Background: an optimization exercise with open tools, aiming at small area. Do not read the settings as production practice.
Function was checked by simulation only, so behaviour that the tests miss may differ from the original.
The clock port is modelled as an ideal driver, which makes a skipped or thinned clock tree look cheaper than it is; a real chip needs a root buffer or a tree.
No activity file was given, so power comes from the tool's default toggle rates.

## flow/standard.sh

```bash
#!/bin/bash
# synth_recipe.tcl (not shown) runs the flow's synth.tcl, then flattens the netlist and writes it again
# the make line also repeats each setting of config.mk as NAME=value (left out here)
make -C /OpenROAD-flow-scripts/flow DESIGN_CONFIG=/design/flow/config.mk WORK_HOME=/design/flow/orfs CLKGATE_MAP_FILE= SYNTH_SCRIPT=/design/flow/synth_recipe.tcl "${@:-finish}"
```

## flow/design.v

```verilog
module term_project_top(
    input        CLK,
    input  [7:0] btn_sw,
    output [7:0] seg_COM,
    output [7:0] seg_DATA,
    output [7:0] led
);
    wire rst = btn_sw[3];
    reg  [2:0] bd;           
    reg  [7:0] value;        
    reg  [3:0] cnt;          
    reg  [4:0] idx;          
    reg  [4:0] rcq;          
    wire [4:0] rc = ~rcq;    
    reg  [7:0] P;            
    reg  [7:0] S0, S1, S2, S3, S4, S5, S6, S7;
    wire zr  = btn_sw[0] & ~bd[0];
    wire orr = btn_sw[1] & ~bd[1];
    wire nr  = btn_sw[2] & ~bd[2];
    wire done = idx[4];                 
    wire off  = done & idx[0];          
    wire acc9 = cnt[3] & cnt[0];        
    wire full = cnt[3] & ~cnt[0];       
    wire shift = (zr | orr) & ~full;
    wire bitv  = ~zr;
    wire [7:0] value_n = off ? 8'd0 : shift ? {value[6:0], bitv} : value;
    wire cap  = acc9 & ~done;           
    wire bph  = idx[3];                 
    wire first = (idx[3:0] == 4'd8);    
    wire [7:0] hsum;
    wire [7:0] mul = bph ? S7 : 8'd1;
    rca8 u_h(.a({P[6:0], 1'b0}), .b({8{bitv}} & mul), .s(hsum), .co());
    wire [7:0] P_h = shift ? hsum : P;
    wire ge10;
    wire step = off & ge10;
    wire [7:0] addend  = done ? 8'hF6 : P_h;
    wire [7:0] acc_sum;
    rca8 u_a(.a((bph && !first) || done ? S0 : 8'd0), .b(addend), .s(acc_sum), .co(ge10));
    wire       t9 = P[3] & P[0] & ge10;
    wire [3:0] tinc;
    inc #(4) u_t(.a(P[3:0]), .ci(ge10), .s(tinc));
    wire [3:0] t1 = t9 ? 4'd0 : tinc;
    wire [1:0] h1;
    inc #(2) u_hh(.a(P[5:4]), .ci(t9), .s(h1));
    wire [4:0] rc_n, idx_n;
    wire [3:0] cnt_i;
    inc #(5) u_rc(.a(rc), .ci(1'b1), .s(rc_n));
    inc #(5) u_ix(.a(idx), .ci(cap | (done & ~idx[0])), .s(idx_n));
    inc #(4) u_cn(.a(cnt & {~acc9, 2'b11, ~acc9}), .ci(shift), .s(cnt_i));
    always @(posedge CLK or posedge rst) begin
        if (rst) begin
            bd    <= 3'd0;
            value <= 8'd0;
            cnt   <= 4'd0;
            idx   <= 5'd0;
            rcq   <= 5'd0;
        end else begin
            bd    <= btn_sw[2:0];
            value <= value_n;
            rcq   <= ~rc_n;
            if (nr && full)
                cnt <= 4'd9;
            else
                cnt <= cnt_i;
            idx   <= idx_n;
        end
    end
    always @(posedge CLK) begin
        if (cap || step) begin
            S0 <= acc_sum;
        end
        if (cap) begin
            S1 <= S0; S2 <= S1; S3 <= S2;
            S4 <= S3; S5 <= S4; S6 <= S5; S7 <= S6;
        end
        if (done) begin
            if (!off)
                P <= 8'd0;
            else
                P <= {2'b00, h1, t1};
        end else if (cap && idx_n[3])
            P <= {7'd0, S6[0] & value_n[0]};
        else
            P <= P_h;
    end
    wire       den = off & ~ge10;
    wire [1:0] s   = rc[3:2];
    wire       on  = den & ~rc[4] & ~(rc[3] & rc[2]);
    reg  [3:0] dig;
    always @(*) begin
        case (s)
            2'd0:    dig = S0[3:0];
            2'd1:    dig = P[3:0];
            default: dig = {2'b00, P[5:4]};
        endcase
    end
    reg [6:0] seg;
    always @(*) begin
        case (dig)
            4'd0: seg = 7'b1111110;
            4'd1: seg = 7'b0110000;
            4'd2: seg = 7'b1101101;
            4'd3: seg = 7'b1111001;
            4'd4: seg = 7'b0110011;
            4'd5: seg = 7'b1011011;
            4'd6: seg = 7'b1011111;
            4'd7: seg = 7'b1110000;
            4'd8: seg = 7'b1111111;
            default: seg = 7'b1111011;
        endcase
    end
    assign seg_DATA = {seg & {7{on}}, 1'b0};
    assign seg_COM  = {5'b11111, ~(on & (s == 2'd2)), ~(on & (s == 2'd1)),
                       ~(on & (s == 2'd0))};
    assign led = value;
endmodule
module rca8(
    input  [7:0] a,
    input  [7:0] b,
    output [7:0] s,
    output       co
);
    wire [8:0] c;
    assign co = c[8];
    assign c[0] = 1'b0;
    genvar i;
    generate
        for (i = 0; i < 8; i = i + 1) begin : g
            assign s[i]   = a[i] ^ b[i] ^ c[i];
            assign c[i+1] = (a[i] & b[i]) | (a[i] & c[i]) | (b[i] & c[i]);
        end
    endgenerate
endmodule
module inc #(parameter W = 4) (
    input  [W-1:0] a,
    input          ci,
    output [W-1:0] s
);
    wire [W:0] c;
    assign c[0] = ci;
    genvar i;
    generate
        for (i = 0; i < W; i = i + 1) begin : g
            assign s[i]   = a[i] ^ c[i];
            assign c[i+1] = a[i] & c[i];
        end
    endgenerate
endmodule
```

## flow/constraint.sdc

```tcl
create_clock -name core_clock -period 12.0 [get_ports {CLK}]
set_input_delay 2.4000 -clock core_clock [delete_from_list [all_inputs] [get_ports {CLK}]]
set_output_delay 2.4000 -clock core_clock [all_outputs]
set_load 0.01 [all_outputs]
```

## flow/config.mk

```make
export PLATFORM = sky130hd
export DESIGN_NAME = term_project_top
export DESIGN_NICKNAME = term_project_top
export VERILOG_FILES = /design/flow/design.v
export SDC_FILE = /design/flow/constraint.sdc
export NUM_CORES = 4
export LEC_CHECK = 0
export CAP_MARGIN = 20
export CORE_MARGIN = 2
export CORE_UTILIZATION = 40
export CTS_BUF_LIST = sky130_fd_sc_hd__clkbuf_8
export SLEW_MARGIN = 20
```

## flow/flow/run.sh

```bash
#!/bin/bash
# Layout flow: the standard ORFS flow (standard.sh), with these changes
# that only affect cell area:
#  - Yosys's abc maps the logic with an area-oriented script (flow/abc_area.script)
#    instead of ORFS's delay-oriented one, and full/half adders are left to abc
#    (no ADDER_MAP_FILE step); flip-flops are mapped by dfflibmap before abc
#    exactly as in the standard synthesis, so the registers are unchanged;
#  - the port buffers are sky130_fd_sc_hd__buf_1 (every port still gets one);
#  - the constant outputs share one tie cell per value (SKIP_REPAIR_TIE_FANOUT);
#  - clock tree synthesis inserts no dummy loads, and flow/clk_merge.tcl then
#    regroups its 8 leaf buffers into 6 compact clusters (see that file).
# Each tool's output goes to the ORFS logs under orfs/logs; make's own output
# goes to flow_make.log here.
set -euo pipefail
W=$PWD
F=$W/flow
{
  cat <<TCL
proc abc {args} {
  set i [lsearch \$args -script]
  if {\$i >= 0} { lset args [expr {\$i + 1}] $F/abc_area.script }
  yosys abc {*}\$args
}
TCL
  cat "$W/synth_recipe.tcl"
} > "$W/area_synth.tcl"
bash "$W/standard.sh" \
  SYNTH_SCRIPT="$W/area_synth.tcl" \
  ADDER_MAP_FILE= \
  BUFFER_PORTS_ARGS="-buffer_cell sky130_fd_sc_hd__buf_1" \
  SKIP_REPAIR_TIE_FANOUT=1 \
  POST_CTS_TCL="$F/clk_merge.tcl" \
  CTS_ARGS="-sink_clustering_enable -repair_clock_nets -dont_use_dummy_load -buf_list sky130_fd_sc_hd__clkbuf_8" \
  finish > "$W/flow_make.log" 2>&1
```

## flow/flow/abc_area.script

```
strash
resub -K 8
rewrite
refactor
balance
resub -K 10 -N 2
rewrite -z
refactor -z
resub -K 12 -N 2
balance
dch -f
amap
topo
```

## flow/flow/clk_merge.tcl

```tcl
# Runs after clock tree synthesis (POST_CTS_TCL). TritonCTS stops splitting the
# H-tree at 15 sinks, which gives this design 8 leaf buffers. This regroups the
# same flip-flops into 6 compact clusters (split in two halves by x, then each
# half in three by y), each driven by one clkbuf_8 at its cluster's centroid,
# driven in turn by a clkbuf_4 root. A leaf whose estimated clock slew is over
# 112 ps is made a clkbuf_16. Every flip-flop still sees one root and one leaf
# buffer.
proc clk_sink_split {items key parts} {
  # items: list of {iterm x y}; split into parts groups of near-equal size by key (1=x, 2=y)
  set s [lsort -integer -index $key $items]
  set n [llength $s]
  set out {}
  for {set k 0} {$k < $parts} {incr k} {
    set a [expr {($k * $n) / $parts}]
    set b [expr {(($k + 1) * $n) / $parts - 1}]
    lappend out [lrange $s $a $b]
  }
  return $out
}
proc clk_merge {} {
  set db [ord::get_db]
  set block [ord::get_db_block]
  set root [$block findInst clkbuf_0_CLK]
  set rootnet [[$root findITerm X] getNet]
  set leaves {}
  foreach it [$rootnet getITerms] {
    set inst [$it getInst]
    if {[$inst getName] ne [$root getName]} { lappend leaves $inst }
  }
  set items {}
  foreach l $leaves {
    foreach it [[[$l findITerm X] getNet] getITerms] {
      if {[$it getInst] ne $l} {
        set loc [[$it getInst] getLocation]
        lappend items [list $it [lindex $loc 0] [lindex $loc 1]]
      }
    }
  }
  set groups {}
  foreach half [clk_sink_split $items 1 2] {
    foreach g [clk_sink_split $half 2 3] { lappend groups $g }
  }
  set nleaf [llength $groups]
  set keep [lrange $leaves 0 [expr {$nleaf - 1}]]
  foreach l [lrange $leaves $nleaf end] {
    set net [[$l findITerm X] getNet]
    foreach it [$net getITerms] { if {[$it getInst] ne $l} { $it disconnect } }
    [$l findITerm A] disconnect
    [$l findITerm X] disconnect
    odb::dbInst_destroy $l
    odb::dbNet_destroy $net
  }
  foreach item $items { catch { [lindex $item 0] disconnect } }
  set m8 [$db findMaster sky130_fd_sc_hd__clkbuf_8]
  for {set k 0} {$k < $nleaf} {incr k} {
    set l [lindex $keep $k]
    set net [[$l findITerm X] getNet]
    set sx 0; set sy 0
    foreach item [lindex $groups $k] {
      [lindex $item 0] connect $net
      incr sx [lindex $item 1]; incr sy [lindex $item 2]
    }
    set c [llength [lindex $groups $k]]
    $l swapMaster $m8
    $l setLocation [expr {$sx / $c}] [expr {$sy / $c}]
    puts "CLKMERGE leaf [$l getName] sinks $c"
  }
  $root swapMaster [$db findMaster sky130_fd_sc_hd__clkbuf_4]
  return $keep
}
proc clk_leaf_slew {l} {
  set w 0
  foreach it [[[$l findITerm X] getNet] getITerms] {
    if {[$it getInst] eq $l} continue
    set pin [get_pins [[$it getInst] getName]/[[$it getMTerm] getName]]
    set s [get_property $pin slew_max]
    if {$s > $w} { set w $s }
  }
  return $w
}
set clk_leaves [clk_merge]
detailed_placement
estimate_parasitics -placement
set m16 [[ord::get_db] findMaster sky130_fd_sc_hd__clkbuf_16]
set clk_up 0
foreach l $clk_leaves {
  set s [clk_leaf_slew $l]
  puts "CLKMERGE leaf [$l getName] estimated slew $s"
  if {$s > 0.112} { $l swapMaster $m16; set clk_up 1; puts "CLKMERGE leaf [$l getName] -> clkbuf_16" }
}
if {$clk_up} { detailed_placement; estimate_parasitics -placement }
check_placement -verbose
```

==> results of run 1 <==
==> routing by layer <==
| metal | up-vias | wire length [µm] | track usage |
|---|---|---|---|
| li1 | 1269 | - | - |
| met1 | 1176 | 3550 | 0.216 |
| met2 | 33 | 2960 | 0.213 |
| met3 | 9 | 215 | 0.0323 |
| met4 | 0 | 143 | 0.0607 |
| met5 | - | 0 | 0 |
==> cell usage in the layout (no fill, tap or decap), types with 3 or more instances in the layout <==
cell type and n:
sky130_fd_sc_hd__nand2_1 39, sky130_fd_sc_hd__nor2b_1 8, sky130_fd_sc_hd__buf_1 22, sky130_fd_sc_hd__clkinv_1 27, sky130_fd_sc_hd__nand3_1 9, sky130_fd_sc_hd__o21ai_0 30, sky130_fd_sc_hd__dfxtp_1 8, sky130_fd_sc_hd__buf_4 4
sky130_fd_sc_hd__o221ai_1 3, sky130_fd_sc_hd__edfxtp_1 64, sky130_fd_sc_hd__a21o_1 3, sky130_fd_sc_hd__nor3_1 9, sky130_fd_sc_hd__nor2_1 43, sky130_fd_sc_hd__o32ai_1 3, sky130_fd_sc_hd__a21oi_1 14, sky130_fd_sc_hd__o22ai_1 8
sky130_fd_sc_hd__dfrtp_1 25, sky130_fd_sc_hd__o21a_1 14, sky130_fd_sc_hd__o221a_1 7, sky130_fd_sc_hd__clkbuf_8 6
==> cell usage after synthesis (9+ instances only) <==
cell,number
sky130_fd_sc_hd__a21oi_1,14
sky130_fd_sc_hd__clkinv_1,27
sky130_fd_sc_hd__dfrtp_1,25
sky130_fd_sc_hd__edfxtp_1,64
sky130_fd_sc_hd__nand2_1,39
sky130_fd_sc_hd__nand3_1,9
sky130_fd_sc_hd__nor2_1,44
sky130_fd_sc_hd__nor3_1,9
sky130_fd_sc_hd__o21a_1,14
sky130_fd_sc_hd__o21ai_0,30
==> flip-flops by register name, indices dropped and copies added, names as in the netlist, 8 cells and up <==
name,cells
P,8
S0,8
S1,8
S2,8
S3,8
S4,8
S5,8
S6,8
S7,8
value,8
==> worst paths after layout <==
| path | startpoint | end | slack (ns) | cells past startpoint |
|---|---|---|---|---|
| min in group asynchronous | btn_sw[3] | rcq[2] | 2.00 | 2 |
| max reg2reg | bd[0] | P[5] | 7.69 | 27 |
| max | btn_sw[0] | seg_DATA[3] | 3.23 | 26 |
| min reg2reg | S4[4] | S5[4] | 0.42 | 0 |
| min | S4[4] | S5[4] | 0.42 | 0 |
| max in group asynchronous | btn_sw[3] | value[6] | 9.58 | 2 |
==> final cells by class <==
type                       instances  share of cell area
timing repair buffer              26              0.0263
multi-input combinational        207               0.257
clock buffer                       7              0.0211
sequential                        97               0.633
inverter                          27              0.0237
tap                              133              0.0389
==> stage by stage <==
stage                     setup slack, ns  power (µW)  instances  utilization  cell area, µm²
after floorplan                      3.35         760        337            -            3940
after global placement               3.31         832        490        0.432            4190
after detailed placement             3.25         846        490        0.432            4190
after global routing                 2.64        1060        497        0.441            4280
final                                3.23         983        497        0.441            4280
==> power groups by stage <==
stage / Clock, µW / Sequential, µW / Combinational (µW)
finish: 146 / 522 / 315
detailed placement: 0 / 529 / 316
floorplan: 0 / 519 / 241
global route: 162 / 533 / 366
global placement: 0 / 526 / 306
==> kinds of logic after synthesis <==
family / Yosys count / synth area share
DFF: 97 / 0.687
and+or+nand+nor: 115 / 0.124
AOI/OAI and AO/OA: 90 / 0.150
buffers and inverters: 33 / 0.0371
other: 2 / 0.00190
==> notes.md, run 1 <==
The layout has 923 filler cells. The number of max-slew violations in the final report is 0, and the post-synthesis cell count is 337. CTS saw 97 sinks. The total number of yosys warnings is 1, and the number of synthesized register bits is 97. The tools report the area taken by flip-flops and latches as 0.00271 mm². After synthesis, the mean cell area works out to 11.7 µm². The logs give 4 for the total iterations of the first detailed-routing run and 0.00394 mm² for the synthesized area. Yosys attributes the largest share of cell area to sky130_fd_sc_hd__edfxtp_1 49%, sky130_fd_sc_hd__dfrtp_1 16%, sky130_fd_sc_hd__nor2_1 4.2%.

In this run the remaining antenna-violating nets after routing total 0. The cell taking the most area after synthesis is sky130_fd_sc_hd__edfxtp_1. After detailed routing, the number of remaining DRC violations is 0. The logs give 0.00968 mm² for the area of the core region and 0 for the count of max-cap constraint violations. The setup path with the least slack is of type in -> out.

In this design, the largest share of critical-path delay is due to simple AND/OR/NAND/NOR gates. The tools report the largest net degree at the start of global routing as 59. The run finished with no timing, DRC or antenna violations. After the first detailed-routing iteration, the DRC count stood at 147.

The actual slew at the worst max-slew pin is 0.887 ns, and the data required time at the worst endpoint is 9.60 ns. The number of nets handed over by synthesis was 346. The number of enable-type register cells in the synthesized netlist works out to 64. In this run the static leakage power is 0.00146 µW. The routed length per placed instance came out at 13.8 µm. Along the worst path, the maximum fanout reaches 8.

The number of hold violations in the final report is 0. For this run, the leading register cell type out of synthesis is sky130_fd_sc_hd__edfxtp_1. The quantity of I/O buffers inserted on ports came out at 22.

The critical path contains buffers and inverters numbering 3 combined. Dividing the detail-routed via count by the number of cells gives 5.00. The run gives 0.43 ns as the insertion delay of the later-clocked pin in the worst-skew pair. The overall die width is 103 µm.

For the final routed database, the setup TNS stands at 0 ns. Across all hold checks on the routed design, the worst slack comes to 0.425 ns. The clock group share of total power is 0.149.

The area growth from synthesis to layout is 8.41%, and the clock-pin transition on the worst setup and hold timing paths is 0.10 ns. The tools report the combinational share of power as 0.321. The headroom to the max-slew limit was 0.405; the routability congestion estimate from global placement was 0.777.

The sequential power share is 0.531. The fraction of layout cells with a size suffix above 1 is 0.0330. In this run, distinct cell masters in the synthesized netlist total 28. Across all layers, the routed design uses 2487 vias. The worst-case IR drop observed on VDD is 97.3 µV. Among the stages of the critical path, the cell type that occurs most often is sky130_fd_sc_hd__nand2_1. The delay of the slowest cell on the worst path was 0.40 ns. In this run the core area contains 36 standard-cell rows. The slowest cell on the critical path was sky130_fd_sc_hd__a2111oi_0.

Cell internal power was estimated by the tool at 636 µW. The run gives 0 as the number of antenna violations at the first check in global routing. The tools report the number of global-route vias before repair as 2310. The run gives 11700 µm as the first-pass GRT wire length. The fraction of the yosys area taken by sequential cells is 0.687.

The arrival time at the worst endpoint was 6.37 ns; the HPWL after detailed placement was 4740 µm. Setup violations remaining at the end of the flow were counted as 0. In this run the count of I/O pins placed on the die edge is 33. The effective utilization at floorplan was 0.407. The worst setup path is launched from an input pin. The setup skew after layout is 0.00923 ns, and the share of synthesized flip-flops with an asynchronous set or reset is 0.258.

The aggregate global routing overflow was 0. In this run the power spent charging and discharging nets is 347 µW. The logs give 0.0107 mm² for the die area and 375 for the post-layout net count.

The clock period minus worst slack came out at 8.77 ns. The logs give 0 for the diode insertion count for antenna repair and 0.00110 mm² for the multi-input gate area in the final layout. Setup repair after global routing left no endpoint under its margin. The global routing usage summed across all routing layers came out at 0.147. The run gives 114 MHz as the maximum frequency from static timing analysis. For this design the ratio of total power to cell area is 230 mW/mm².

The die is 103 µm tall. The final wirelength came out at 6870 µm. The fraction of power spent switching nets came out at 0.353.

The share of the synthesized area in the top cell type came out at 0.487. The tightest min-delay check is of the reg -> reg type. The final worst-path cycle share was 0.731. STA classifies the critical path endpoint as an output port.
==> run 2, diff against run 1 <==
--- a/flow/config.mk
+++ b/flow/config.mk
@@ -8,5 +8,5 @@
 export CAP_MARGIN = 20
 export CORE_MARGIN = 2
-export CORE_UTILIZATION = 40
+export CORE_UTILIZATION = 60
 export CTS_BUF_LIST = sky130_fd_sc_hd__clkbuf_8
 export SLEW_MARGIN = 20
==> run 2 against run 1 <==
  * Still clean on timing, DRC and antenna
  * Hold slack worse by 0.0037 ns
  * Cell count down 11%
  * First-iteration DRC count down 14%
  * Flip-flop and latch count unchanged
  * Register-to-register slack about the same
  * Sequential share of layout area up 1.1 points
  * Sequential power about the same
  * Synthesized cell count unchanged
  * Fmax up 0.17%
  * Clock skew up 0.0037 ns
  * Critical path type unchanged
==> notes.md, run 2 <==
The number of antenna violations at the first check in global routing is 0 (unchanged). The clock period minus worst slack came out at 8.76 ns (-0.0146 ns). The fraction of layout cells with a size suffix above 1 works out to 0.0330 (unchanged). For the data required time at the worst endpoint, the log shows 9.60 ns (about the same). In the post-synthesis netlist, the cell with the most instances is sky130_fd_sc_hd__edfxtp_1.

The actual slew at the worst max-slew pin is 0.871 ns (-0.0159 ns). The aggregate negative setup slack was 0 ns (unchanged); the synthesized area was 0.00394 mm² (unchanged). For the arrival time at the worst endpoint, the log shows 6.36 ns (about the same). Number of cells after detailed placement: 434 (-11%). The run finished with no timing, DRC or antenna violations. The number of rows in the core area is 29 (-19%). The number of max-slew violations in the final report is 0 (unchanged).

The total setup violations reported at the end of the flow was 0 (unchanged); the number of global-route vias before repair was 2355 (+1.9%). The logs give 59 (unchanged) for the largest net degree at the start of global routing and 2504 (+0.68%) for the total via count after detailed routing. The standby leakage power is 0.00146 µW (unchanged), and the maximum frequency from static timing analysis is 114 MHz (+0.17%). For the net count after synthesis, the log shows 346 (unchanged). The number of synthesized register bits was 97 (unchanged).

Instance area after placement: 0.00412 mm² (-1.7%). The die area is 0.00724 mm² (-32%). For the number of design-rule violations left by the first detailed-router iteration, the log shows 127 (-14%). The insertion delay of the later-clocked pin in the worst-skew pair is 0.43 ns (about the same). The tools report the total power consumption of the routed design as 979 µW (-0.48%). The tightest min-delay check is of the reg -> reg type. By area the synthesized netlist is led by sky130_fd_sc_hd__edfxtp_1 49%, sky130_fd_sc_hd__dfrtp_1 16%, sky130_fd_sc_hd__nor2_1 4.2%. The total number of yosys warnings came out at 1 (unchanged). Commonest non-fill, non-tap cell in the layout: sky130_fd_sc_hd__edfxtp_1. The effective utilization at floorplan is 0.621 (+0.214), and the number of cells in the finished layout apart from fillers is 441 (-11%). The fraction of the yosys area taken by sequential cells came out at 0.687 (unchanged). Sorting the synthesized cells by how often they occur yields 64 x sky130_fd_sc_hd__edfxtp_1, 44 x sky130_fd_sc_hd__nor2_1, 39 x sky130_fd_sc_hd__nand2_1. The final worst-path cycle share is 0.730 (-0.00122), and the overall die width is 85.1 µm (-18%). The total non-filler cell area in the finished layout is 0.00421 mm² (-1.6%). The headroom to the max-slew limit came out at 0.415 (+0.0106). The average size of a mapped cell is 11.7 µm² (unchanged), and the count of different cell masters after synthesis is 28 (unchanged). The run gives 7.69 ns (about the same) as the slack of the worst reg-to-reg path. The synthesized design spends more area on one cell type than any other, namely sky130_fd_sc_hd__edfxtp_1. The share of the synthesized area in the top cell type came out at 0.487 (unchanged). The vias per cell is 5.68 (+13%), and the number of enable-type register cells in the synthesized netlist is 64 (unchanged). The tools report the number of hold violations in the final report as 0 (unchanged). The routability congestion estimate from global placement is 0.808 (+4.0%), and the clock-pin transition on the worst setup and hold timing paths is 0.09 ns (about the same).

The logs give 33 (unchanged) for the I/O pin count and 0 (unchanged) for the diode insertion count for antenna repair. The routed length per placed instance works out to 15.1 µm (+9.2%). The HPWL after detailed placement is 4570 µm (-3.4%). In the layout the commonest cells are 64 x sky130_fd_sc_hd__edfxtp_1, 43 x sky130_fd_sc_hd__nor2_1, 39 x sky130_fd_sc_hd__nand2_1, 30 x sky130_fd_sc_hd__o21ai_0, 27 x sky130_fd_sc_hd__clkinv_1.

The height of the die came out at 85.1 µm (-18%). The final wirelength was 6660 µm (-3.1%). The first-pass GRT wire length was 11000 µm (-5.9%). STA classifies the critical path startpoint as an input pin. Quantity of I/O buffers inserted on ports: 22 (unchanged). The count of max-cap constraint violations was 0 (unchanged).

The critical path class is in -> out. The total iterations of the first detailed-routing run was 4 (unchanged); the post-synthesis cell count was 337 (unchanged). STA classifies the critical path endpoint as an output port. Setup repair after global routing left no endpoint under its margin. The top fanout value on the critical path is 8 (unchanged). The logs give 0.662 (+0.221) for the core occupancy in the finished layout and 0.0130 ns (+0.00374 ns) for the setup skew after layout.

Share of synthesized flip-flops with an asynchronous set or reset: 0.258 (unchanged). From synthesis to final layout, the design area changed by 6.63%. For the number of remaining DRC errors, the log shows 0 (unchanged). The post-layout net count is 375 (unchanged).

The aggregate global routing overflow came out at 0 (unchanged). For this run, the leading register cell type out of synthesis is sky130_fd_sc_hd__edfxtp_1. The global routing usage summed across all routing layers was 0.199 (+0.0521). Number of nets still failing antenna checks after routing: 0 (unchanged). The total power divided by cell area works out to 233 mW/mm² (+1.2%).

The area of the core region came out at 0.00635 mm² (-34%). Number of clock sinks: 97 (unchanged). For the worst voltage drop across the vdd grid, the log shows 132 µV (+36%).
## run 2: cell counts after synthesis
Identical to the previous run, type by type.
## run 2: path summary, 6_finish.rpt
path | from | end | depth (start not counted)
min in group asynchronous | btn_sw[3] | bd[1] | 2
setup reg to reg | bd[0] | P[5] | 27
hold reg to reg | S5[3] | S6[3] | 0
hold / removal | S5[3] | S6[3] | 0
setup / recovery | btn_sw[0] | seg_DATA[3] | 26
max in group asynchronous | btn_sw[3] | value[6] | 2
## run 2: power breakdown
| group | internal, µW | switching [µW] |
|---|---|---|
| clock | 48.8 | 90.4 |
| combinational | 115 | 202 |
| sequential | 472 | 50.8 |
## run 2: area by class of cell
class / instances / area (µm²)
flip-flops and latches: 97 / 2710
fillers: 502 / 2140
multi-input cells: 207 / 1100
repair buffers: 26 / 113
inverters: 27 / 101
well taps: 77 / 96.3
clock buffers: 7 / 90.1
## run 2: per-stage QoR
step | hold WS (ns) | setup slack (ns)
finish | 0.421 | 3.24
global route | 0.430 | 2.49
detailed placement | 0.405 | 3.27
global placement | 0.400 | 3.32
floorplan | 0.400 | 3.35
## run 2: cell families (layout without fill, tap and decap cells)
logic type,Yosys count,in the layout,share of synthesized area
AO/OA/AOI/OAI,90,90,0.150
buffers and inverters,33,60,0.0371
flip-flops,97,97,0.687
other,2,2,0.00190
AND/OR/NAND/NOR,115,115,0.124
## run 2: per-layer routing
layer | global-route usage | part of all wire | vias to the layer above
met5 | 0 | 0 | -
met1 | 0.279 | 0.49 | 1163
met2 | 0.306 | 0.45 | 62
met4 | 0.0909 | 0.011 | 0
li1 | - | - | 1271
met3 | 0.0379 | 0.054 | 8
## run 2: worst max-delay path, cell delays in order
cell and delay (ns):
sky130_fd_sc_hd__buf_1 0.08, sky130_fd_sc_hd__nor2b_1 0.23, sky130_fd_sc_hd__clkinv_1 0.27, sky130_fd_sc_hd__nand3_1 0.20, sky130_fd_sc_hd__o21ai_0 0.11, sky130_fd_sc_hd__nor2_1 0.15
sky130_fd_sc_hd__a21oi_1 0.07, sky130_fd_sc_hd__and2_0 0.16, sky130_fd_sc_hd__nor2_1 0.13, sky130_fd_sc_hd__nand2_1 0.09, sky130_fd_sc_hd__o21a_1 0.13, sky130_fd_sc_hd__nand2_1 0.07
sky130_fd_sc_hd__o21ai_0 0.10, sky130_fd_sc_hd__nand2_1 0.10, sky130_fd_sc_hd__o21ai_0 0.12, sky130_fd_sc_hd__nor2b_1 0.15, sky130_fd_sc_hd__o21ai_0 0.14, sky130_fd_sc_hd__o21ai_0 0.13
sky130_fd_sc_hd__nor2b_1 0.16, sky130_fd_sc_hd__nand2_1 0.10, sky130_fd_sc_hd__o21a_1 0.13, sky130_fd_sc_hd__nand2_1 0.06, sky130_fd_sc_hd__nand2_1 0.17, sky130_fd_sc_hd__o2111ai_1 0.32
sky130_fd_sc_hd__a2111oi_0 0.37, sky130_fd_sc_hd__buf_1 0.19
==> run 3, diff against run 2 <==
--- a/flow/config.mk
+++ b/flow/config.mk
@@ -8,5 +8,6 @@
 export CAP_MARGIN = 20
 export CORE_MARGIN = 2
-export CORE_UTILIZATION = 60
+export CORE_UTILIZATION = 40
 export CTS_BUF_LIST = sky130_fd_sc_hd__clkbuf_8
+export GPL_TIMING_DRIVEN = 0
 export SLEW_MARGIN = 20
==> run 3 against run 2 <==
  * Sequential share of layout area fell by 1.9 points
  * Highest routed layer unchanged
  * Hold slack got worse by 0.0020 ns
  * Cell count rose by 14%
  * Largest cell class unchanged
  * Via count rose by 0.64%
  * Clock power barely moved
  * Design area rose by 3.0%
  * Largest power group unchanged
  * Synthesized cell count did not move
==> notes.md, run 3 <==
The run finished with no timing, DRC or antenna violations. The run gives 0.407 (-0.214) as the effective utilization at floorplan. The total setup violations reported at the end of the flow was 0 (unchanged). The I/O pin count is 33 (unchanged). Setup repair after global routing left no endpoint under its margin.

For the total iterations of the first detailed-routing run, the log shows 4 (unchanged). The fraction of the yosys area taken by sequential cells is 0.687 (unchanged), and the die area is 0.0107 mm² (+47%). Routability congestion estimate from global placement: 0.748 (-7.4%). The run gives 105 MHz (-7.8%) as the maximum frequency from static timing analysis. The synthesized area is 0.00394 mm² (unchanged). The number of rows in the core area was 36 (+24%); the standby leakage power was 0.00149 µW (+1.5%). The height of the die is 103 µm (+21%).

Total power divided by cell area: 227 mW/mm² (-2.2%). Cell taking the most area after synthesis: sky130_fd_sc_hd__edfxtp_1. The top fanout value on the critical path was 19 (+11); the aggregate negative setup slack was 0 ns (unchanged).

The largest net degree at the start of global routing is 28 (-53%), and the fraction of layout cells with a size suffix above 1 is 0.0462 (+0.0132). For the number of remaining DRC errors, the log shows 0 (unchanged). Number of enable-type register cells in the synthesized netlist: 64 (unchanged). The worst setup path is of the in -> out kind. Actual slew at the worst max-slew pin: 0.973 ns (+0.101 ns).

The number of global-route vias before repair was 2251 (-4.4%); the post-synthesis cell count was 337 (unchanged). Sorting the synthesized cells by how often they occur yields 64 x sky130_fd_sc_hd__edfxtp_1, 44 x sky130_fd_sc_hd__nor2_1, 39 x sky130_fd_sc_hd__nand2_1. The number of synthesized register bits works out to 97 (unchanged). The cell family contributing the most delay on the critical path is simple AND/OR/NAND/NOR gates.

Leaving out fill and tap cells, the most frequent cells in the layout are 64 x sky130_fd_sc_hd__edfxtp_1, 42 x sky130_fd_sc_hd__nor2_1, 39 x sky130_fd_sc_hd__nand2_1, 29 x sky130_fd_sc_hd__o21ai_0, 27 x sky130_fd_sc_hd__clkinv_1. The setup skew after layout was 0.0150 ns (+0.00205 ns). The logs give 0 (unchanged) for the aggregate global routing overflow and 494 (+14%) for the number of cells after detailed placement.

Number of max-slew violations in the final report: 0 (unchanged). The critical path buffer and inverter count is 4 (+1). The number of hold violations in the final report was 0 (unchanged); the average size of a mapped cell was 11.7 µm² (unchanged). The vias per cell was 5.03 (-11%). The pre-CTS setup slack came out at 2.49 ns (-0.780 ns).

Among all cell types in the netlist, the one instantiated most often is sky130_fd_sc_hd__edfxtp_1. Number of clock sinks: 97 (unchanged). The clock-pin transition on the worst setup and hold timing paths was 0.09 ns (about the same). The total via count after detailed routing was 2520 (+0.64%); the HPWL after detailed placement was 4780 µm (+4.6%).

In the post-synthesis netlist, the biggest area contributors are sky130_fd_sc_hd__edfxtp_1 49%, sky130_fd_sc_hd__dfrtp_1 16%, sky130_fd_sc_hd__nor2_1 4.2%. The run gives 0.00968 mm² (+53%) as the area of the core region. The count of max-cap constraint violations is 0 (unchanged).

The quantity of I/O buffers inserted on ports is 22 (unchanged), and the share of synthesized flip-flops with an asynchronous set or reset is 0.258 (unchanged). The count of different cell masters after synthesis came out at 28 (unchanged). The insertion delay of the later-clocked pin in the worst-skew pair is 0.44 ns (about the same).

The cell type with the highest occurrence count on the critical path was sky130_fd_sc_hd__nand2_1. The delay of the slowest cell on the worst path is 1.01 ns (+0.64 ns), and the data required time at the worst endpoint is 9.60 ns (about the same). The run gives 11100 µm (+1.2%) as the first-pass GRT wire length. Diode insertion count for antenna repair: 0 (unchanged). The worst hold path belongs to the class reg -> reg. For the global routing usage summed across all routing layers, the log shows 0.141 (-0.0585).

The run gives 0.00433 mm² (+3.0%) as the total non-filler cell area in the finished layout. The worst setup path is captured at an output port. The slowest cell on the critical path was sky130_fd_sc_hd__a2111oi_0.

The final wirelength was 6880 µm (+3.2%); the share of the synthesized area in the top cell type was 0.487 (unchanged). The number of cells in the finished layout apart from fillers is 501 (+14%). The clock period minus worst slack is 9.50 ns (+0.745 ns).

The logs give 0 (unchanged) for the number of antenna violations at the first check in global routing and 0 (unchanged) for the number of nets still failing antenna checks after routing. The total number of yosys warnings was 1 (unchanged); the net count after synthesis was 346 (unchanged). The overall die width works out to 103 µm (+21%). The commonest non-fill, non-tap cell in the layout is sky130_fd_sc_hd__edfxtp_1. The arrival time at the worst endpoint was 7.10 ns (+0.74 ns).

The instance area after placement was 0.00424 mm² (+3.1%); the minimum setup slack in the final design was 2.50 ns (-0.745 ns). The routed length per placed instance works out to 13.7 µm (-9.1%). The worst voltage drop across the vdd grid is 81.8 µV (-38%). The main flop type after synthesis is sky130_fd_sc_hd__edfxtp_1. Area growth from synthesis to layout: 9.87%.

The run gives 0.335 (-0.0808) as the headroom to the max-slew limit. The worst setup path is launched from an input pin. The final worst-path cycle share is 0.792 (+0.0621). The post-layout net count was 379 (+1.1%); the number of design-rule violations left by the first detailed-router iteration was 114 (-10%).
-- run 3: final timing paths --
path | start | to | slack, ns | cells past startpoint
min reg2reg | S5[1] | S6[1] | 0.42 | 0
max | btn_sw[0] | seg_COM[1] | 2.50 | 25
min in group asynchronous | btn_sw[3] | rcq[4] | 2.02 | 2
max reg2reg | bd[0] | S0[0] | 6.77 | 21
max in group asynchronous | btn_sw[3] | cnt[3] | 9.54 | 2
min | S5[1] | S6[1] | 0.42 | 0
-- run 3: kinds of logic (layout without fill, tap and decap cells) --
family | Yosys count | in the layout | synth area share
other | 2 | 2 | 0.00190
AND/OR/NAND/NOR | 115 | 115 | 0.124
AO/OA/AOI/OAI | 90 | 90 | 0.150
flip-flops | 97 | 97 | 0.687
buffers and inverters | 33 | 64 | 0.0371
-- run 3: layout make-up --
class / count / area [µm²]
buffer: 6 / 45.0
clock buffer: 7 / 90.1
fill: 922 / 5350
inverter: 27 / 101
multi-input combinational: 207 / 1100
sequential: 97 / 2710
tap: 133 / 166
timing repair buffer: 24 / 123
-- run 3: power breakdown --
part	internal, µW	switching (µW)
Clock	48.8	92.9
Sequential	471	49.9
Combinational	119	204
-- run 3: metal layers --
metal	global-route usage	routed length, µm
met5	0	0
met4	0.0536	115
met3	0.0444	285
met2	0.202	2960
met1	0.201	3520
-- run 3: worst reg2reg max path, stage by stage (launching register included) --
cell                        delay, ns
sky130_fd_sc_hd__dfrtp_1         0.38
sky130_fd_sc_hd__nor2b_1         0.23
sky130_fd_sc_hd__a21oi_1         0.10
sky130_fd_sc_hd__nor2_2          0.58
sky130_fd_sc_hd__clkinv_1        0.58
sky130_fd_sc_hd__a2111oi_0       1.01
sky130_fd_sc_hd__nand2_1         0.20
sky130_fd_sc_hd__nand2_1         0.13
sky130_fd_sc_hd__nand2_1         0.07
sky130_fd_sc_hd__nand2_1         0.08
sky130_fd_sc_hd__nand2_1         0.07
sky130_fd_sc_hd__nand2_1         0.08
sky130_fd_sc_hd__nand2_1         0.07
sky130_fd_sc_hd__nand2_1         0.08
sky130_fd_sc_hd__nand2_1         0.06
sky130_fd_sc_hd__nand2_1         0.08
sky130_fd_sc_hd__nand2_1         0.06
sky130_fd_sc_hd__nand2_1         0.07
sky130_fd_sc_hd__nand2_1         0.06
sky130_fd_sc_hd__nand2_1         0.08
sky130_fd_sc_hd__nand2_1         0.14
sky130_fd_sc_hd__o21ai_1         0.66
-- run 3: through the flow --
step	hold slack (ns)	utilization	total power [µW]
final	0.419	0.447	986
after global routing	0.435	0.447	1060
after detailed placement	0.405	0.438	849
after global placement	0.401	0.433	834
after floorplan	0.400	-	760
==> run 4, diff against run 3 <==
--- a/flow/config.mk
+++ b/flow/config.mk
@@ -6,8 +6,8 @@
 export NUM_CORES = 4
 export LEC_CHECK = 0
-export CAP_MARGIN = 20
+export CAP_MARGIN = 0
 export CORE_MARGIN = 2
 export CORE_UTILIZATION = 40
 export CTS_BUF_LIST = sky130_fd_sc_hd__clkbuf_8
 export GPL_TIMING_DRIVEN = 0
-export SLEW_MARGIN = 20
+export SLEW_MARGIN = 0
==> run 4 against run 3 <==
  * Clock skew fell by 0.0031 ns
  * Largest cell class unchanged
  * Largest power group unchanged
  * Critical endpoint is now seg_COM[2]
  * Fmax is 5.0% lower
  * Hold slack worse by 0.0020 ns
  * Cell count down 0.20%
  * Design area down 0.52%
  * Critical path type unchanged
  * Global-route usage up 0.18 points
  * Critical path depth stayed put
==> notes.md, run 4 <==
The flow ran to the end and the layout has no timing, DRC or antenna violations. Clock period minus worst slack: 10.01 ns (+0.502 ns). The count of max-cap constraint violations was 0 (unchanged).

The run gives 4 (unchanged) as the total iterations of the first detailed-routing run. For the met3 track utilization from global routing, the log shows 0.0450 (+0.000672). The routability congestion estimate from global placement was 0.748 (unchanged). Yosys attributes the largest share of cell area to sky130_fd_sc_hd__edfxtp_1 49%, sky130_fd_sc_hd__dfrtp_1 16%, sky130_fd_sc_hd__nor2_1 4.2%. Number of hold violations in the final report: 0 (unchanged).

Actual slew at the worst max-slew pin: 1.20 ns (+0.226 ns). The area growth from synthesis to layout works out to 9.30%. The met2 track utilization from global routing was 0.200 (-0.00150). The number of design-rule violations left by the first detailed-router iteration was 169 (+48%); the number of global-route vias before repair was 2252 (+0.044%). The top fanout value on the critical path was 19 (unchanged); the overall die width was 103 µm (unchanged). The tools report the net count after synthesis as 346 (unchanged). The logs give 0 (unchanged) for the diode insertion count for antenna repair and 4750 µm (-0.70%) for the HPWL after detailed placement. The layer flagged by global routing as most heavily used is met1.

The logs give 6850 µm (-0.36%) for the final wirelength and 0.407 (unchanged) for the effective utilization at floorplan. The area taken by flip-flops and latches came out at 0.00271 mm² (unchanged). For the die area, the log shows 0.0107 mm² (unchanged). Minimum setup slack in the final design: 1.99 ns (-0.502 ns). The vias per cell is 5.00 (-0.56%). Leaving out fill and tap cells, the most frequent cell in the layout is sky130_fd_sc_hd__edfxtp_1. The arrival time at the worst endpoint is 7.61 ns (+0.51 ns), and the logic depth of the worst register-to-register path is 21 (unchanged). The total power divided by cell area is 227 mW/mm² (-0.16%). The fraction of met1 tracks used by global routing came out at 0.206 (+0.00556). The share of the synthesized area in the top cell type is 0.487 (unchanged), and the synthesized area is 0.00394 mm² (unchanged).

The top cell types in the final layout, fill and taps aside, are 64 x sky130_fd_sc_hd__edfxtp_1, 43 x sky130_fd_sc_hd__nor2_1, 39 x sky130_fd_sc_hd__nand2_1, 30 x sky130_fd_sc_hd__o21ai_0, 27 x sky130_fd_sc_hd__clkinv_1. The run gives 0 (unchanged) as the number of antenna violations at the first check in global routing. The cell taking the most area after synthesis was sky130_fd_sc_hd__edfxtp_1. The total number of yosys warnings was 1 (unchanged). The number of max-slew violations in the final report is 0 (unchanged), and the number of synthesized register bits is 97 (unchanged). The cell type with the highest occurrence count on the critical path is sky130_fd_sc_hd__nand2_1. The launch instance of the worst register-to-register path is bd[0].

The critical path is of the in -> out type. The insertion delay of the later-clocked pin in the worst-skew pair is 0.43 ns (about the same), and the aggregate global routing overflow is 0 (unchanged). Total via count after detailed routing: 2501 (-0.75%). The quantity of I/O buffers inserted on ports was 22 (unchanged). The global routing usage summed across all routing layers is 0.143 (+0.00183), and the aggregate negative setup slack is 0 ns (unchanged).

The average size of a mapped cell was 11.7 µm² (unchanged). The tools report the start point of the worst min-delay path as S5[1]. Endpoint class of the critical path: an output port. The fraction of layout cells with a size suffix above 1 is 0.0409 (-0.00532), and the number of remaining DRC errors is 0 (unchanged). The post-synthesis cell count is 337 (unchanged), and the instance area after placement is 0.00422 mm² (-0.53%). The total non-filler cell area in the finished layout is 0.00431 mm² (-0.52%). The slack of the worst reg-to-reg path was 6.00 ns (-0.77 ns). For the total setup violations reported at the end of the flow, the log shows 0 (unchanged). The headroom to the max-slew limit came out at 0.198 (-0.137). The logs give 0.00110 mm² (-0.23%) for the multi-input gate area in the final layout and 28 (unchanged) for the count of different cell masters after synthesis. Final worst-path cycle share: 0.834 (+0.0418).

Counting instances in the post-synthesis netlist gives the leading cell types as 64 x sky130_fd_sc_hd__edfxtp_1, 44 x sky130_fd_sc_hd__nor2_1, 39 x sky130_fd_sc_hd__nand2_1. The delay of the slowest cell on the worst path is 1.03 ns (+0.02 ns), and the share of synthesized flip-flops with an asynchronous set or reset is 0.258 (unchanged). Largest net degree at the start of global routing: 34 (+21%). The tools report the number of clock sinks as 97 (unchanged).

The logs give 0.687 (unchanged) for the fraction of the yosys area taken by sequential cells and 0.00968 mm² (unchanged) for the area of the core region. The slowest stage of the critical path belongs to the cell sky130_fd_sc_hd__a2111oi_0. The min-delay analysis places its worst path in the category reg -> reg. The tools report the maximum frequency from static timing analysis as 99.9 MHz (-5.0%). The most common cell in the synthesized netlist was sky130_fd_sc_hd__edfxtp_1. In this run the critical register-to-register path is captured at S0[0].

The tools report the number of inserted filler cells in the final layout as 904 (-2.0%). The height of the die was 103 µm (unchanged); the smallest hold slack was 0.417 ns (-0.00201 ns). The setup skew after layout is 0.0120 ns (-0.00306 ns), and the clock-pin transition on the worst setup and hold timing paths is 0.10 ns (about the same). Routed length per placed instance: 13.7 µm (-0.16%). The number of enable-type register cells in the synthesized netlist is 64 (unchanged), and the number of rows in the core area is 36 (unchanged).

The logs give 378 (-0.26%) for the post-layout net count and 9.60 ns (about the same) for the data required time at the worst endpoint. The first-pass GRT wire length came out at 11300 µm (+1.5%). The worst voltage drop across the vdd grid came out at 77.6 µV (-5.2%). For the pre-CTS setup slack, the log shows 2.04 ns (-0.453 ns). The worst setup path is launched from an input pin.

The core occupancy in the finished layout came out at 0.445 (-0.00233). Setup repair after global routing left no endpoint under its margin. The number of nets still failing antenna checks after routing came out at 0 (unchanged). The main flop type after synthesis was sky130_fd_sc_hd__edfxtp_1. The cell depth of the worst min-delay path works out to 0 (unchanged).

The tools report the I/O pin count as 33 (unchanged). The standby leakage power came out at 0.00148 µW (-0.55%). End of the worst hold path: S6[1].
[run 4: cell counts after synthesis]
No cell type changed its count.
[run 4: worst max-delay path by stage]
stage / from / to / slack (ns) / cells after the start
5_1_grt: btn_sw[0] / seg_COM[2] / 1.41 / 25
6_report: btn_sw[0] / seg_COM[2] / 1.99 / 25
3_3_place_gp: btn_sw[0] / seg_COM[2] / 2.05 / 25
3_5_place_dp: btn_sw[0] / seg_COM[2] / 2.04 / 25
2_1_floorplan: btn_sw[0] / seg_DATA[3] / 3.35 / 24
[run 4: area by class of cell]
cell class / count / area share
clock buffers: 7 / 0.0209
repair buffers: 23 / 0.0238
inverters: 27 / 0.0235
flip-flops and latches: 97 / 0.628
well taps: 133 / 0.0386
plain buffers: 6 / 0.0104
multi-input cells: 207 / 0.255
[run 4: power breakdown]
| group | internal, µW | switching [µW] | total, µW |
|---|---|---|---|
| combinational | 115 | 201 | 316 |
| sequential | 472 | 49.4 | 521 |
| clock | 48.8 | 93.3 | 142 |
| total | 636 | 343 | 979 |
[run 4: metrics by stage]
step	power (µW)	std cells
finish	979	500
global route	1060	500
detailed placement	843	493
global placement	834	492
floorplan	760	337
[run 4: cell families (layout without fill, tap and decap cells)]
logic type / after synthesis / count (layout) / share of synthesized area
AO/OA/AOI/OAI: 90 / 90 / 0.150
flip-flops: 97 / 97 / 0.687
other: 2 / 2 / 0.00190
buffers and inverters: 33 / 63 / 0.0371
AND/OR/NAND/NOR: 115 / 115 / 0.124
[run 4: metal layers]
layer / part of all wire / vias to the layer above
li1: - / 1283
met1: 0.51 / 1165
met2: 0.43 / 45
met3: 0.043 / 8
met4: 0.018 / 0
met5: 0 / -
[run 4: worst max-delay path, delay by kind of cell]
family	cells	cell delay [ns]
buffers and inverters	4	1.18
AO/OA/AOI/OAI	3	1.40
AND/OR/NAND/NOR	18	2.63
==> run 5, diff against run 4 <==
--- a/flow/config.mk
+++ b/flow/config.mk
@@ -6,8 +6,7 @@
 export NUM_CORES = 4
 export LEC_CHECK = 0
-export CAP_MARGIN = 0
+export CAP_MARGIN = 20
 export CORE_MARGIN = 2
-export CORE_UTILIZATION = 40
+export CORE_UTILIZATION = 85
 export CTS_BUF_LIST = sky130_fd_sc_hd__clkbuf_8
-export GPL_TIMING_DRIVEN = 0
-export SLEW_MARGIN = 0
+export SLEW_MARGIN = 20
==> run 5 against run 4 <==
  * Still clean on timing, DRC and antenna
  * Hold slack improved by 0.0091 ns
  * Die area is 51% lower
  * Combinational power is 28% higher
  * Cell count decreased by 17%
  * First-iteration DRC count rose to 4.7 times the previous value
  * Synthesized area did not move
  * Global-route usage grew 32 points
==> notes.md, run 5 <==
The top fanout value on the critical path came out at 8 (-11). The launch instance of the worst register-to-register path was bd[0]. The tools report the end point of the critical path as seg_DATA[3]. The logs give 97 (unchanged) for the number of clock sinks and 0.00441 mm² (-54%) for the area of the core region. The die area was 0.00520 mm² (-51%); the count of max-cap constraint violations was 0 (unchanged). For the slack of the worst reg-to-reg path, the log shows 6.01 ns (about the same). STA classifies the critical path endpoint as an output port. The standby leakage power was 0.00145 µW (-1.6%); the share of the synthesized area in the top cell type was 0.487 (unchanged). Diode insertion count for antenna repair: 0 (unchanged).

Instance area after placement: 0.00407 mm² (-3.6%). The number of synthesized register bits works out to 97 (unchanged). The final wirelength is 11200 µm (+64%). After synthesis, the most frequently instantiated cells are 64 x sky130_fd_sc_hd__edfxtp_1, 44 x sky130_fd_sc_hd__nor2_1, 39 x sky130_fd_sc_hd__nand2_1.

Clock-pin transition on the worst setup and hold timing paths: 0.10 ns (about the same). The actual slew at the worst max-slew pin is 1.23 ns (+0.0322 ns), and the cell depth of the worst min-delay path is 0 (unchanged). The vias per cell is 8.00 (+60%).

The number of max-slew violations in the final report is 0 (unchanged), and the number of antenna violations at the first check in global routing is 0 (unchanged). The tools report the routability congestion estimate from global placement as 0.883 (+18%). The area growth from synthesis to layout is 5.46%. The slowest stage of the critical path belongs to the cell sky130_fd_sc_hd__a2111oi_0.

The total non-filler cell area in the finished layout came out at 0.00416 mm² (-3.5%). The worst voltage drop across the vdd grid is 216 µV (+180%). The total number of yosys warnings was 1 (unchanged). The run gives 12 (+8) as the total iterations of the first detailed-routing run. The critical path class was in -> out. The maximum frequency from static timing analysis is 96.8 MHz (-3.2%). The total setup violations reported at the end of the flow was 0 (unchanged). The routed length per placed instance came out at 27.1 µm (+98%).

The aggregate global routing overflow is 0 (unchanged), and the post-synthesis cell count is 337 (unchanged). The flow ran to the end and the layout has no timing, DRC or antenna violations. Setup repair after global routing left no endpoint under its margin. Cell taking the most area after synthesis: sky130_fd_sc_hd__edfxtp_1. The number of enable-type register cells in the synthesized netlist works out to 64 (unchanged).

The most used flip-flop cell after synthesis is sky130_fd_sc_hd__edfxtp_1. The run gives 0.687 (unchanged) as the fraction of the yosys area taken by sequential cells. The total power divided by cell area was 260 mW/mm² (+15%). The endpoint identified for the worst register-to-register timing path is P[5].

After synthesis, the cell types taking the most area are sky130_fd_sc_hd__edfxtp_1 49%, sky130_fd_sc_hd__dfrtp_1 16%, sky130_fd_sc_hd__nor2_1 4.2%. The run gives 28 (unchanged) as the count of different cell masters after synthesis. The cell type with the highest occurrence count on the critical path was sky130_fd_sc_hd__nand2_1. Total via count after detailed routing: 3313 (+32%).

The commonest non-fill, non-tap cell in the layout was sky130_fd_sc_hd__edfxtp_1. For the data required time at the worst endpoint, the log shows 9.60 ns (about the same). The number of design-rule violations left by the first detailed-router iteration was 802 (+370%). The tightest min-delay check is of the reg -> reg type. Insertion delay of the later-clocked pin in the worst-skew pair: 0.43 ns (about the same).

For the aggregate negative setup slack, the log shows 0 ns (unchanged). The top cell types in the final layout, fill and taps aside, are 64 x sky130_fd_sc_hd__edfxtp_1, 43 x sky130_fd_sc_hd__nor2_1, 39 x sky130_fd_sc_hd__nand2_1, 29 x sky130_fd_sc_hd__o21ai_0, 27 x sky130_fd_sc_hd__clkinv_1. Category of the worst setup path launch point: an input pin. The global routing usage summed across all routing layers is 0.462 (+0.320). The logs give 17200 µm (+53%) for the first-pass GRT wire length and 0.893 (+0.486) for the effective utilization at floorplan. The arrival time at the worst endpoint was 7.93 ns (+0.32 ns). Among all cell types in the netlist, the one instantiated most often is sky130_fd_sc_hd__edfxtp_1. The run gives 3183 (+41%) as the number of global-route vias before repair. Number of nets still failing antenna checks after routing: 0 (unchanged). For the synthesized area, the log shows 0.00394 mm² (unchanged). The final worst-path cycle share was 0.861 (+0.0273); the share of synthesized flip-flops with an asynchronous set or reset was 0.258 (unchanged).

The height of the die is 72.1 µm (-30%), and the post-layout net count is 373 (-1.3%). The average size of a mapped cell came out at 11.7 µm² (unchanged). The fraction of layout cells with a size suffix above 1 works out to 0.0276 (-0.0132). For the setup skew after layout, the log shows 0.00805 ns (-0.00391 ns).

The tools report the start point of the worst min-delay path as S5[5]. The HPWL after detailed placement came out at 5850 µm (+23%). For the net count after synthesis, the log shows 346 (unchanged).

The overall die width is 72.1 µm (-30%), and the number of rows in the core area is 24 (-33%). The clock period minus worst slack is 10.33 ns (+0.328 ns), and the largest net degree at the start of global routing is 60 (+76%). The run gives 0.158 (-0.0398) as the headroom to the max-slew limit. The quantity of I/O buffers inserted on ports is 22 (unchanged). The tools report the launch point of the critical path as btn_sw[0]. The logic depth of the worst register-to-register path was 27 (+29%). The number of remaining DRC errors was 0 (unchanged); the number of hold violations in the final report was 0 (unchanged).

Delay of the slowest cell on the worst path: 0.66 ns (-0.37 ns). The run gives 33 (unchanged) as the I/O pin count.
## run 5: cell types whose count changed in the layout (fill, tap and decap cells not counted)
cell and change:
sky130_fd_sc_hd__o21ai_1 +1, sky130_fd_sc_hd__buf_4 -4, sky130_fd_sc_hd__o21ai_0 -1, sky130_fd_sc_hd__buf_12 -1
## run 5: worst min path at each step
stage	end	slack (ns)
after floorplan	S2[0]	0.40
after global placement	S4[4]	0.40
after detailed placement	S2[3]	0.40
after global routing	S6[1]	0.43
final	S6[5]	0.43
## run 5: cell type report
type	count	area, µm²
timing repair buffer	24	97.6
clock buffer	7	90.1
inverter	27	101
tap	52	65.1
fill	118	255
multi-input combinational	207	1100
sequential	97	2710
## run 5: routing by layer
metal / GRT usage / wire [µm] / vias to the layer above
li1: - / - / 1261
met1: 0.576 / 3370 / 1471
met2: 0.700 / 5080 / 432
met3: 0.143 / 1660 / 149
met4: 0.317 / 1100 / 0
met5: 0 / 0 / -
## run 5: critical path: cells and delay by family
family / cells / cell delay (ns)
simple gates: 14 / 2.31
buf+inv: 3 / 0.68
compound gates: 10 / 2.52
## run 5: cells by family after synthesis
logic type	count (synthesis)	synth area share
compound gates	90	0.150
buf+inv	33	0.0371
flops	97	0.687
other cells	2	0.00190
simple gates	115	0.124
## run 5: where the power goes
part	switching, µW	total (µW)	internal (µW)
sequential	63.3	536	473
clock	93.4	142	48.8
combinational	293	405	112
total	449	1080	634
## run 5: per-stage QoR
step,cells,power (µW),hold WS [ns],util,worst slack (ns)
2_1_floorplan,337,760,0.400,-,3.35
5_1_grt,414,1100,0.433,0.942,1.60
6_report,414,1080,0.426,0.942,1.67
3_3_place_gp,407,819,0.400,0.922,3.22
3_5_place_dp,407,867,0.405,0.922,2.65
==> run 6, diff against run 5 <==
==> flow/flow/abc_area.script (replaced) <==
strash
ifraig
resub -K 8 -N 2
rewrite -z
refactor -z
resub -K 10 -N 2
balance
dch -f
amap
topo
--- a/flow/config.mk
+++ b/flow/config.mk
@@ -8,5 +8,5 @@
 export CAP_MARGIN = 20
 export CORE_MARGIN = 2
-export CORE_UTILIZATION = 85
+export CORE_UTILIZATION = 75
 export CTS_BUF_LIST = sky130_fd_sc_hd__clkbuf_8
 export SLEW_MARGIN = 20
==> run 6 against run 5 <==
  * Core utilization decreased by 12 points
  * Routed wire length down 37%
  * Worst setup slack gained 0.80 ns
  * Hold slack got worse by 0.0094 ns
  * Synthesized cell count is 4.7% higher
==> notes.md, run 6 <==
The flow ran to the end and the layout has no timing, DRC or antenna violations. The synthesized area came out at 0.00394 mm² (about the same). For the number of max-slew violations in the final report, the log shows 0 (unchanged). The tools report the category of the worst setup path launch point as an input pin.

The clock-pin transition on the worst setup and hold timing paths came out at 0.09 ns (about the same). Leaving out fill and tap cells, the most frequent cell in the layout is sky130_fd_sc_hd__edfxtp_1. Number of rows in the core area: 26 (+8.3%). The overall die width is 76.5 µm (+6.1%).

The HPWL after detailed placement was 4950 µm (-15%); the total power divided by cell area was 231 mW/mm² (-11%). For the total setup violations reported at the end of the flow, the log shows 0 (unchanged). The tools report the total iterations of the first detailed-routing run as 5 (-7).

Net count after synthesis: 362 (+4.6%). The most used flip-flop cell after synthesis is sky130_fd_sc_hd__edfxtp_1. The total via count after detailed routing is 2685 (-19%), and the area growth from synthesis to layout is 6.03%. The share of the synthesized area in the top cell type works out to 0.487 (about the same). Insertion delay of the later-clocked pin in the worst-skew pair: 0.43 ns (about the same). The logs give 9.60 ns (about the same) for the data required time at the worst endpoint and 0.259 (-0.203) for the global routing usage summed across all routing layers. For the die area, the log shows 0.00585 mm² (+13%). The run gives 11700 µm (-32%) as the first-pass GRT wire length. The run gives 0.854 (-3.3%) as the routability congestion estimate from global placement.

The worst setup path is captured at an output port. The number of design-rule violations left by the first detailed-router iteration was 278 (-65%). The final wirelength was 7020 µm (-37%); the diode insertion count for antenna repair was 0 (unchanged). The logs give 6.95 ns (+0.94 ns) for the slack of the worst reg-to-reg path and 33 (unchanged) for the I/O pin count. Number of enable-type register cells in the synthesized netlist: 64 (unchanged). Synthesized-area fraction occupied by adder cells: 0 (unchanged). The worst voltage drop across the vdd grid was 157 µV (-27%); the effective utilization at floorplan was 0.777 (-0.117).

Number of clock sinks: 97 (unchanged). Clock period minus worst slack: 9.53 ns (-0.803 ns). The quantity of I/O buffers inserted on ports is 22 (unchanged), and the smallest hold slack is 0.417 ns (-0.00937 ns). The proportion of synthesized area in mux cells came out at 0 (unchanged).

Setup repair after global routing left no endpoint under its margin. For the aggregate negative setup slack, the log shows 0 ns (unchanged). The number of remaining DRC errors was 0 (unchanged).

The basic-gate share of the synthesized area counting and, or, nand and nor cells is 0.130 (+0.00607), and the fraction of the mapped netlist area in compound gates is 0.133 (-0.0177). Launch instance of the worst register-to-register path: bd[0]. By count the netlist is led by 64 x sky130_fd_sc_hd__edfxtp_1, 53 x sky130_fd_sc_hd__nor2_1, 39 x sky130_fd_sc_hd__clkinv_1. The actual slew at the worst max-slew pin works out to 0.891 ns (-0.340 ns). The critical path class is in -> out.

The number of synthesized register bits is 97 (unchanged), and the area of the core region is 0.00507 mm² (+15%). The tools report the end point of the critical path as seg_COM[0]. The post-synthesis cell count is 353 (+4.7%). For the count of max-cap constraint violations, the log shows 0 (unchanged).

The most critical setup path has its startpoint at btn_sw[0]. The standby leakage power came out at 0.00148 µW (+1.7%). Count of different cell masters after synthesis: 28 (unchanged). The dominant combinational cell family by area after synthesis was compound AO/OA/AOI/OAI gates. The total non-filler cell area in the finished layout was 0.00418 mm² (+0.51%). The worst register-to-register path ends at P[4].

The share of synthesized flip-flops with an asynchronous set or reset works out to 0.258 (unchanged). For the number of nets still failing antenna checks after routing, the log shows 0 (unchanged). The cell depth of the worst min-delay path was 0 (unchanged). By area the synthesized netlist is led by sky130_fd_sc_hd__edfxtp_1 49%, sky130_fd_sc_hd__dfrtp_1 16%, sky130_fd_sc_hd__nor2_1 5.0%. The run gives 389 (+4.3%) as the post-layout net count.

The arrival time at the worst endpoint is 7.13 ns (-0.80 ns). In the layout the commonest cells are 64 x sky130_fd_sc_hd__edfxtp_1, 52 x sky130_fd_sc_hd__nor2_1, 39 x sky130_fd_sc_hd__clkinv_1, 38 x sky130_fd_sc_hd__nand2_1, 31 x sky130_fd_sc_hd__o21ai_0. The height of the die was 76.5 µm (+6.1%); the routed length per placed instance was 15.7 µm (-42%).

The logs give 0 (unchanged) for the aggregate global routing overflow and 0 (unchanged) for the number of hold violations in the final report. The run gives 0 (unchanged) as the number of antenna violations at the first check in global routing. The biggest area contributor in the post-synthesis netlist is sky130_fd_sc_hd__edfxtp_1. The logic depth of the worst register-to-register path is 28 (+3.7%). The average size of a mapped cell works out to 11.2 µm² (-4.6%).

The run gives 0.687 (about the same) as the fraction of the yosys area taken by sequential cells. The top fanout value on the critical path works out to 10 (+2). The worst hold path belongs to the class reg -> reg. The number of global-route vias before repair was 2597 (-18%); the setup skew after layout was 0.0138 ns (+0.00572 ns). The final worst-path cycle share was 0.794 (-0.0669).

The share of the synthesized netlist area taken by xor and xnor gates came out at 0 (unchanged). The run gives 1 (unchanged) as the total number of yosys warnings. Maximum frequency from static timing analysis: 105 MHz (+8.4%). The most common cell in the synthesized netlist is sky130_fd_sc_hd__edfxtp_1. The headroom to the max-slew limit was 0.404 (+0.246). The run gives 60 (unchanged) as the largest net degree at the start of global routing.

The run gives 0.00409 mm² (+0.52%) as the instance area after placement. The fraction of layout cells with a size suffix above 1 was 0.0265 (-0.00117); the vias per cell was 5.99 (-25%).
[run 6: cell types whose count changed in the layout (fill, tap and decap cells not counted), sizes merged, moves of 5 or more]
cell | before | now
o21a | 14 | 6
o22ai | 8 | 13
nor2 | 44 | 53
clkinv | 27 | 39
a21oi | 14 | 20
o221a | 7 | 0
[run 6: report_power, final]
part	switching, µW	total (µW)	internal, µW	leakage [µW]
Sequential	45.2	518	473	0.000944
Combinational	211	309	98.6	0.000487
Clock	88.1	137	48.7	0.0000477
[run 6: cell families after synthesis]
group / after synthesis
other cells: 2
buf+inv: 45
compound gates: 88
simple gates: 121
flops: 97
[run 6: worst min path at each step]
| stage | to | slack, ns | from |
|---|---|---|---|
| 2_1_floorplan | S2[0] | 0.40 | S1[0] |
| 3_3_place_gp | S5[3] | 0.40 | S4[3] |
| 3_5_place_dp | S4[0] | 0.41 | S3[0] |
| 5_1_grt | S3[3] | 0.43 | S2[3] |
| 6_report | S3[4] | 0.42 | S2[4] |
[run 6: metrics by stage]
| stage | power [µW] | util | cells | setup slack [ns] |
|---|---|---|---|---|
| final | 964 | 0.824 | 448 | 2.47 |
| after global routing | 1030 | 0.824 | 448 | 1.97 |
| after detailed placement | 827 | 0.806 | 441 | 2.56 |
| after global placement | 802 | 0.806 | 441 | 2.96 |
| after floorplan | 742 | - | 353 | 3.68 |
[run 6: cell type report]
class | count | area [µm²]
Timing Repair Buffer | 24 | 97.6
Multi-Input combinational cell | 211 | 1050
Sequential cell | 97 | 2710
Fill cell | 299 | 895
Inverter | 39 | 146
Tap cell | 70 | 87.6
Clock buffer | 7 | 90.1
[run 6: worst max-delay path: stages]
cell and delay [ns]:
sky130_fd_sc_hd__buf_1 0.09, sky130_fd_sc_hd__nor2b_1 0.27, sky130_fd_sc_hd__clkinv_1 0.33, sky130_fd_sc_hd__nand3_1 0.24, sky130_fd_sc_hd__o21ai_0 0.13, sky130_fd_sc_hd__nor2_1 0.15
sky130_fd_sc_hd__a21oi_1 0.07, sky130_fd_sc_hd__and2_0 0.16, sky130_fd_sc_hd__or2_0 0.23, sky130_fd_sc_hd__and2_0 0.16, sky130_fd_sc_hd__or2_0 0.24, sky130_fd_sc_hd__a21oi_1 0.29
sky130_fd_sc_hd__o22ai_1 0.13, sky130_fd_sc_hd__o21ai_0 0.24, sky130_fd_sc_hd__o21ai_0 0.13, sky130_fd_sc_hd__a21oi_1 0.19, sky130_fd_sc_hd__a21oi_1 0.08, sky130_fd_sc_hd__nor2b_1 0.16
sky130_fd_sc_hd__nand2_1 0.11, sky130_fd_sc_hd__o21a_1 0.14, sky130_fd_sc_hd__nand2_1 0.06, sky130_fd_sc_hd__nand2_1 0.17, sky130_fd_sc_hd__o2111ai_1 0.36, sky130_fd_sc_hd__or3_1 0.47
sky130_fd_sc_hd__buf_1 0.14
[run 6: routing by layer]
layer,global-route usage,part of all wire
met5,0,0
met1,0.358,0.43
met4,0.102,0.020
met2,0.414,0.49
met3,0.0509,0.061
==> run 7, diff against run 6 <==
==> flow/flow/abc_area.script (replaced) <==
strash
resub -K 8
rewrite
refactor
balance
resub -K 10 -N 2
dch -f
amap
topo
==> run 7 against run 6 <==
  * Clock skew shrank 0.0040 ns
  * Sequential power up 1%
  * Still clean on timing, DRC and antenna
  * Via count up 0.78%
  * Critical endpoint unchanged
==> notes.md, run 7 <==
The top fanout value on the critical path was 11 (+1). The first-pass GRT wire length is 12200 µm (+3.8%), and the data required time at the worst endpoint is 9.60 ns (about the same). Total power divided by cell area: 244 mW/mm² (+5.6%). The slack of the worst reg-to-reg path is 7.38 ns (+0.43 ns).

The sequential power share was 0.513 (-0.024). The final wirelength was 7370 µm (+4.9%); the smallest hold slack was 0.427 ns (+0.0106 ns). Aggregate global routing overflow: 0 (unchanged). In the synthesized netlist, the cells that appear most often are 64 x sky130_fd_sc_hd__edfxtp_1, 48 x sky130_fd_sc_hd__nand2_1, 47 x sky130_fd_sc_hd__nor2_1. End of the worst hold path: S3[3].

The count of max-cap constraint violations is 0 (unchanged), and the area growth from synthesis to layout is 6.22%. The diode insertion count for antenna repair was 0 (unchanged); the share of the synthesized area in the top cell type was 0.487 (about the same). Main flop type after synthesis: sky130_fd_sc_hd__edfxtp_1.

The run finished with no timing, DRC or antenna violations. The tools report the number of design-rule violations left by the first detailed-router iteration as 316 (+14%). The logs give 5 (unchanged) for the total iterations of the first detailed-routing run and 0.687 (about the same) for the fraction of the yosys area taken by sequential cells. The overall die width works out to 76.5 µm (about the same). The startpoint identified for the worst register-to-register timing path is bd[0]. The number of synthesized register bits is 97 (unchanged).
==> run 7: changes by cell type after synthesis, moves of 4 or more <==
cell                       change
sky130_fd_sc_hd__nor2_1        -6
sky130_fd_sc_hd__a22oi_1       +4
sky130_fd_sc_hd__and2_0        -4
sky130_fd_sc_hd__nand2_1      +10
sky130_fd_sc_hd__a21oi_1       -4
sky130_fd_sc_hd__clkinv_1      -7
==> run 7: cell type report <==
type	instances	area [µm²]
Inverter	32	120
Clock buffer	7	90.1
Timing Repair Buffer	25	105
Tap cell	70	87.6
Fill cell	312	886
Sequential cell	97	2710
Multi-Input combinational cell	215	1080
==> run 7: logic make-up after synthesis <==
logic type,synth area share
compound gates,0.139
buf+inv,0.0419
flops,0.687
other cells,0.00190
simple gates,0.130
==> run 7: how the worst max path moves through the flow <==
stage,to,slack (ns),cells past startpoint,from
floorplan,seg_COM[0],3.20,22,btn_sw[0]
global placement,seg_COM[1],3.47,26,btn_sw[0]
detailed placement,seg_COM[0],3.22,26,btn_sw[0]
global route,seg_COM[0],2.77,26,btn_sw[0]
finish,seg_COM[0],3.15,26,btn_sw[0]
==> run 7: worst max-delay path, cell delays in order <==
cell and delay, ns:
sky130_fd_sc_hd__buf_1 0.09, sky130_fd_sc_hd__nor2b_1 0.24, sky130_fd_sc_hd__clkinv_1 0.34, sky130_fd_sc_hd__nand3_1 0.24
sky130_fd_sc_hd__nand2_1 0.06, sky130_fd_sc_hd__o21ai_0 0.10, sky130_fd_sc_hd__nor2_1 0.08, sky130_fd_sc_hd__a21oi_1 0.23
sky130_fd_sc_hd__a21oi_1 0.13, sky130_fd_sc_hd__nand2_1 0.09, sky130_fd_sc_hd__o21ai_0 0.14, sky130_fd_sc_hd__nor2_1 0.13
sky130_fd_sc_hd__nor2_1 0.07, sky130_fd_sc_hd__o311a_1 0.28, sky130_fd_sc_hd__a21oi_1 0.22, sky130_fd_sc_hd__nor2b_1 0.22
sky130_fd_sc_hd__nand2_1 0.10, sky130_fd_sc_hd__o21a_1 0.13, sky130_fd_sc_hd__nand2_1 0.07, sky130_fd_sc_hd__nand2_1 0.07
sky130_fd_sc_hd__nand2_1 0.09, sky130_fd_sc_hd__nand2_1 0.13, sky130_fd_sc_hd__o2111ai_1 0.28, sky130_fd_sc_hd__clkinv_1 0.22
sky130_fd_sc_hd__nand3_1 0.14, sky130_fd_sc_hd__buf_1 0.16
==> run 7: through the flow <==
step | util | total power [µW]
2_1_floorplan | - | 780
3_3_place_gp | 0.808 | 848
3_5_place_dp | 0.808 | 880
5_1_grt | 0.825 | 1090
6_report | 0.825 | 1020
==> run 7: power by group through the flow <==
stage | clock, µW | sequential [µW] | combinational (µW)
6_report | 138 | 524 | 358
3_3_place_gp | 0 | 525 | 322
3_5_place_dp | 0 | 530 | 350
5_1_grt | 152 | 534 | 401
2_1_floorplan | 0 | 525 | 255
==> run 7: layer usage <==
layer / track usage / wire [µm] / up-vias / share of wire
li1: - / - / 1301 / -
met1: 0.365 / 3180 / 1286 / 0.43
met2: 0.438 / 3560 / 103 / 0.48
met3: 0.0675 / 482 / 16 / 0.065
met4: 0.0909 / 148 / 0 / 0.020
met5: 0 / 0 / - / 0

Setup slack of run 7, layout unchanged: 3.145 ns with ideal ports, 3.122 ns with driving cells assumed (clock clkbuf_16, inputs buf_2), 3.122 ns with port delays also shifted by the 0.430 ns mid clock arrival.
